Background: an optimization exercise with open tools, aiming at small area, a short achievable clock period and few clock cycles per item. Do not read the settings as production practice. In this exercise RTL edits were held to simulation tests only and were not proved equivalent to the original.

==> juniper <==
Design HW3_FPMUL_754SP, start of the top module:
module HW3_FPMUL_754SP(Clk, Rst, St, FPmplier, FPmcand, Done, Ovf, Unf, FPproduct);
Settings: LEC_CHECK=0, CAP_MARGIN=20, CORE_MARGIN=2, CORE_UTILIZATION=40, SETUP_SLACK_MARGIN=3, SLEW_MARGIN=20, SYNTH_HIERARCHICAL=1, SYNTH_MINIMUM_KEEP_SIZE=0; clock period 8.6 ns.
standard.sh (not shown) runs the stock make flow with config.mk's settings and CLKGATE_MAP_FILE= SYNTH_SCRIPT=/design/flow/synth_recipe.tcl, a recipe that flattens the netlist after the stock synthesis.
==> flow/flow/run.sh <==
#!/bin/bash
set -euo pipefail
export BUFFER_PORTS_ARGS="-buffer_cell sky130_fd_sc_hd__buf_1"
bash standard.sh > standard.log 2>&1
==> inputs of cedar, as changes to juniper <==
CORE_UTILIZATION = 60   (was 40)
PLACE_DENSITY = 0.72   (was default)
SETUP_SLACK_MARGIN = 3.3   (was 3)
==> comparison <==
- Core utilization: cedar is higher than juniper (22 points).
- Of cedar and juniper, cedar has the higher non-clock buffer count (gap 7).
- In juniper the setup slack is lower than in cedar, by 0.22 ns.
- Against juniper, the cell area of cedar is higher by about 1%.
- Between cedar and juniper, the lower global-route usage is in juniper (gap 9.4 points).
- In juniper the first-iteration DRC count is lower than in cedar, by about 25%.
- Final cell count: juniper is larger than cedar (8.4%).
- Flip-flop and latch count is the same in juniper and cedar.
Testbench counts of juniper, summed over its fixed seeds: cycles 12,000, ops 12,000.
Testbench counts of cedar, summed over its fixed seeds: cycles 12,000, ops 12,000.

========
==> inputs of job 1592 <==
==> flow/design.v <==
module HW3_FPMUL_754SP(Clk, Rst, St, FPmplier, FPmcand, Done, Ovf, Unf, FPproduct);
	input Clk, Rst, St;
	input [31:0] FPmplier, FPmcand;
	output reg [31:0] FPproduct;
	output reg Ovf, Unf, Done;
	wire [47:0] mult_out;
	wire [8:0] esum, E;
	wire zero;
	assign mult_out = ({1'b1, FPmplier[22:0]}) * ({1'b1, FPmcand[22:0]});
	assign esum = {1'b0, FPmplier[30:23]} + {1'b0, FPmcand[30:23]} - 9'd127 + {8'd0, mult_out[47]};
	assign zero = (FPmplier == 32'b0) || (FPmcand == 32'b0);
	assign E = zero ? 9'd0 : esum;
	always @ (posedge Clk) begin
		Done <= St & ~Rst;
		if (St) begin
			Ovf <= (E > 9'd254);
			Unf <= (E == 9'd0);
			FPproduct <= {FPmplier[31] ^ FPmcand[31], E[7:0],
			              mult_out[47] ? mult_out[46:24] : mult_out[45:23]};
		end
	end
endmodule
==> flow/run.sh <==
#!/bin/bash
# synth_recipe.tcl (not shown) runs the flow's synth.tcl, then flattens the netlist and writes it again
# the make line also repeats each setting of config.mk as NAME=value (left out here)
make -C /OpenROAD-flow-scripts/flow DESIGN_CONFIG=/design/flow/config.mk WORK_HOME=/design/flow/orfs CLKGATE_MAP_FILE= SYNTH_SCRIPT=/design/flow/synth_recipe.tcl finish
==> flow/config.mk <==
export PLATFORM = sky130hd
export DESIGN_NAME = HW3_FPMUL_754SP
export DESIGN_NICKNAME = HW3_FPMUL_754SP
export VERILOG_FILES = /design/flow/design.v
export SDC_FILE = /design/flow/constraint.sdc
export NUM_CORES = 4
export LEC_CHECK = 0
export CAP_MARGIN = 20
export CORE_MARGIN = 2
export CORE_UTILIZATION = 40
export SLEW_MARGIN = 20
==> flow/constraint.sdc <==
create_clock -name core_clock -period 8.6 [get_ports {Clk}]
set_input_delay 1.7200 -clock core_clock [delete_from_list [all_inputs] [get_ports {Clk}]]
set_output_delay 1.7200 -clock core_clock [all_outputs]
set_load 0.01 [all_outputs]
==> job 3639: changes against job 1592 <==
==> flow/design.v (replaced) <==
module HW3_FPMUL_754SP(Clk, Rst, St, FPmplier, FPmcand, Done, Ovf, Unf, FPproduct);
	input Clk, Rst, St;
	input [31:0] FPmplier, FPmcand;
	output reg [31:0] FPproduct;
	output reg Ovf, Unf, Done;
	wire [47:0] mult_out;
	wire [8:0] expo_out;		 
	reg [22:0] F;
	reg [8:0] E, E_biased;
	reg S;
	reg [1:0] state;
	assign mult_out = ({1'b1, FPmplier[22:0]}) * ({1'b1, FPmcand[22:0]});
	assign expo_out = (FPmplier[30:23] - 8'd127) + (FPmcand[30:23] - 8'd127);
	always @ (posedge Clk)	begin
		Done <= 1'b0;
		Ovf <= 1'b0;
		Unf <= 1'b0;
		if(Rst == 1'b1) begin
			state <= 2'b00;
		end
		else
		case(state)
			0: begin
				if(St == 1'b0)
					state <= 2'b00;
				else
					state <= 2'b01;
			end
			1: begin
				state <= 2'b10;
				S <= FPmplier[31] ^ FPmcand[31];
				if(FPmplier == 32'b0 || FPmcand == 32'b0) begin
					E <= 9'b0;
					E_biased <= 9'b0;
					F <= mult_out[45:23];
				end
				else if(mult_out[47] == 1'b1) begin
					E <= expo_out + 9'b1;
					E_biased <= expo_out + 9'd128;
					F <= mult_out[46:24];
				end
				else begin
					E <= expo_out;
					E_biased <= expo_out + 9'd127;
					F <= mult_out[45:23];
				end
			end
			2: begin
				state <= 2'b0;
				Done <= 1'b1;
				if(E_biased > 8'b11111110)
					Ovf <= 1'b1;
				if(E_biased < 8'b00000001)
					Unf <= 1'b1;
				FPproduct <= {S, E_biased[7:0], F};
			end
			default: begin
				if(St == 1'b0)
					state <= 2'b00;
				else
					state <= 2'b01;
			end
		endcase
	end
endmodule
==> summary.txt <==
Share of the synthesized area in compound gates (AO/OA/AOI/OAI): job 3639 4.70%; job 1592 5.53%
Setup Fix Bufs, Post-CTS: job 3639 31; job 1592 69
Hold path startpoint: job 3639 F[19]; job 1592 Rst
CP bufs+invs: job 3639 7; job 1592 5
Number of stages on the worst hold path: job 3639 0; job 1592 2
Total routed wire length on the met1 layer: job 3639 28500 microns; job 1592 26300 microns
Drt via density: job 3639 5.13; job 1592 5.13
Worst hold slack after final layout: job 3639 0.412 ns; job 1592 1.98 ns
Proportion of synthesized area in mux cells: job 3639 0.779%; job 1592 0.656%
Num CTS Buffers: job 3639 9; job 1592 5
Fraction of area in non-clock buffers: job 3639 16.5%; job 1592 20.5%
Number of antenna violations at the first check in global routing: job 3639 6; job 1592 3
Adder-cell share of the synthesized area: job 3639 55.4%; job 1592 58.6%
Final core utilization: job 3639 51.4%; job 1592 54.8%
Register area: job 3639 2050 sq um; job 1592 1040 sq um
Antenna Cells: job 3639 1; job 1592 0
Status: job 3639 no timing/DRC/antenna violations; job 1592 finished with violations
Layout check failures: job 3639 -; job 1592 negative setup slack
Weighted congestion at the end of routability-driven global placement: job 3639 0.921; job 1592 0.925
Multi-In Gates: job 3639 1568; job 1592 1532
Maximum number of pins on one net before global-route repair: job 3639 35; job 1592 36
Post-synthesis cell area: job 3639 21700 sq um; job 1592 20400 sq um
Testbench counts of job 1592, summed over its fixed seeds: cycles 12,000, ops 12,000.
Testbench counts of job 3639, summed over its fixed seeds: cycles 36,000, ops 12,000.

========
==> pepper <==
RTL: one of the versions met above, not the one the previous note started from.
export LEC_CHECK = 0
export CAP_MARGIN = 20
export CORE_MARGIN = 2
export CORE_UTILIZATION = 60
export PLACE_DENSITY = 0.72
export SETUP_SLACK_MARGIN = 3.6
export SLEW_MARGIN = 20
export SYNTH_HIERARCHICAL = 1
export SYNTH_MINIMUM_KEEP_SIZE = 0
create_clock -name core_clock -period 8.6 [get_ports {Clk}]
Scripts as last shown in full above: flow/flow/run.sh
==> onyx (differences from pepper) <==
Settings changed: SETUP_SLACK_MARGIN 3.6 to 3.
==> summary.txt <==
quantity                                                                         pepper            onyx
Outcome                                                                  finished clean  finished clean
Half-perimeter wire length after placement                                     34700 um        34500 um
Area of the multi-input gates                                              0.0146 sq mm    0.0137 sq mm
Area taken by flip-flops and latches                                      0.00168 sq mm   0.00166 sq mm
GRT met1 Usage                                                                    49.8%           46.7%
Detailed-router iteration count before antenna repair                                 8               7
WHS                                                                             1490 ps         1510 ps
Largest net degree at the start of global routing                                    52              51
Clock slew at the register clock pins of the worst setup and hold paths           70 ps           80 ps
Number of global-route vias before repair                                         14400           13400
Buffer share of cell area                                                         9.57%           3.90%
Clock buffers and inverters, area share                                           1.52%           1.88%
Testbench counts of pepper, summed over its fixed seeds: cycles 12,000, ops 12,000.
Testbench counts of onyx, summed over its fixed seeds: cycles 12,000, ops 12,000.

========
==> 05-16 <==
Another version of the RTL of HW3_FPMUL_754SP (not shown whole).
Settings: LEC_CHECK=0, CAP_MARGIN=20, CORE_MARGIN=2, CORE_UTILIZATION=40, SETUP_SLACK_MARGIN=5, SLEW_MARGIN=20, SYNTH_HIERARCHICAL=1, SYNTH_MINIMUM_KEEP_SIZE=0; clock period 8.6 ns.
run.sh (not shown) runs the stock make flow with config.mk's settings and CLKGATE_MAP_FILE= SYNTH_SCRIPT=/design/flow/synth_recipe.tcl, a recipe that flattens the netlist after the stock synthesis.
Stock flow here: none of the scripts above is used.
==> inputs of 04-25, as changes to 05-16 <==
SETUP_SLACK_MARGIN = 2   (was 5)
==> inputs of 05-18, as changes to 05-16 <==
==> flow/flow/run.sh (new file) <==
#!/bin/bash
set -euo pipefail
export BUFFER_PORTS_ARGS="-buffer_cell sky130_fd_sc_hd__buf_1"
bash standard.sh > standard.log 2>&1
==> flow/standard.sh (new file) <==
#!/bin/bash
# synth_recipe.tcl (not shown) runs the flow's synth.tcl, then flattens the netlist and writes it again
# the make line also repeats each setting of config.mk as NAME=value (left out here)
make -C /OpenROAD-flow-scripts/flow DESIGN_CONFIG=/design/flow/config.mk WORK_HOME=/design/flow/orfs CLKGATE_MAP_FILE= SYNTH_SCRIPT=/design/flow/synth_recipe.tcl "${@:-finish}"
SETUP_SLACK_MARGIN = 2   (was 5)
removed: flow/run.sh
==> inputs of 08-15, as changes to 05-16 <==
SETUP_SLACK_MARGIN = 3.5   (was 5)
==> summary.txt <==
|  | 08-15 | 05-18 | 05-16 | 04-25 |
|---|---|---|---|---|
| Result of the run | no timing/DRC/antenna violations | no timing/DRC/antenna violations | no timing/DRC/antenna violations | no timing/DRC/antenna violations |
| Number of combinational gates with multiple inputs | 1332 | 1327 | 1333 | 1327 |
| Count of placed standard cells including taps | 2132 | 2144 | 2131 | 2157 |
| Min Clock Period, post-route | 5360 ps | 6311 ps | 5494 ps | 6489 ps |
| Met2 layer usage reported by global route | 46.34% | 38.31% | 49.13% | 39.47% |
| Number of buffers and inverters on the critical path | 4 | 2 | 3 | 2 |
| Routed metal-1 wirelength | 23.76 mm | 21.93 mm | 25.38 mm | 21.99 mm |
| Required time at the endpoint of the critical path | 8870 ps | 8870 ps | 8870 ps | 8860 ps |
| Length of routed met2 wiring | 27.90 mm | 23.12 mm | 30.12 mm | 23.31 mm |
| Wire length of the first global-routing pass | 94.11 mm | 79.61 mm | 100.0 mm | 79.95 mm |
| Share of the cycle needed by the critical path after routing | 62.33% | 73.38% | 63.88% | 75.45% |
Testbench counts of 05-16, summed over its fixed seeds: cycles 12,000, ops 12,000.
Testbench counts of 04-25, summed over its fixed seeds: cycles 12,000, ops 12,000.
Testbench counts of 05-18, summed over its fixed seeds: cycles 12,000, ops 12,000.
Testbench counts of 08-15, summed over its fixed seeds: cycles 12,000, ops 12,000.

## port drivers added, routing unchanged
The flow's constraints put no driver on any port. The routed layouts listed below were extracted and timed again, unchanged, in two steps.
Step 1 (the two cells are an assumption about what drives the block):
set clk [get_ports {Clk}]
set_driving_cell -lib_cell sky130_fd_sc_hd__clkbuf_16 $clk
set_driving_cell -lib_cell sky130_fd_sc_hd__buf_2 [delete_from_list [all_inputs] $clk]
Step 2 also shifts input and output timing later by t, the mid clock arrival at the registers, as if the neighbouring blocks saw the same clock.
Slacks: no drivers / after step 1 / after step 2; pairs: no drivers / after step 1.
run	t (ns)	setup slack, ns	clock arrival spread, ns
juniper	0.419	3.118 / 3.142 / 2.723	0.017 / 0.017
cedar	0.405	3.336 / 3.287 / 3.031	0.014 / 0.014
job 1592	0.312	-0.849 / -0.859 / -1.171	0.003 / 0.003
job 3639	0.364	0.090 / 0.096 / -0.269	0.011 / 0.011
pepper	0.416	3.566 / 3.524 / 3.177	0.018 / 0.017
onyx	0.401	3.123 / 3.088 / 2.746	0.018 / 0.018
05-16	0.420	3.106 / 3.115 / 2.694	0.014 / 0.015
04-25	0.421	2.111 / 2.135 / 1.713	0.015 / 0.015
05-18	0.426	2.289 / 2.305 / 1.879	0.012 / 0.013
08-15	0.431	3.240 / 3.241 / 2.810	0.017 / 0.017
With both steps, setup timing fails in job 3639, where it was met with ideal ports. For 08-15, which loses most, drivers alone change the setup slack by +0.001 ns; drivers and shift together by -0.430 ns.
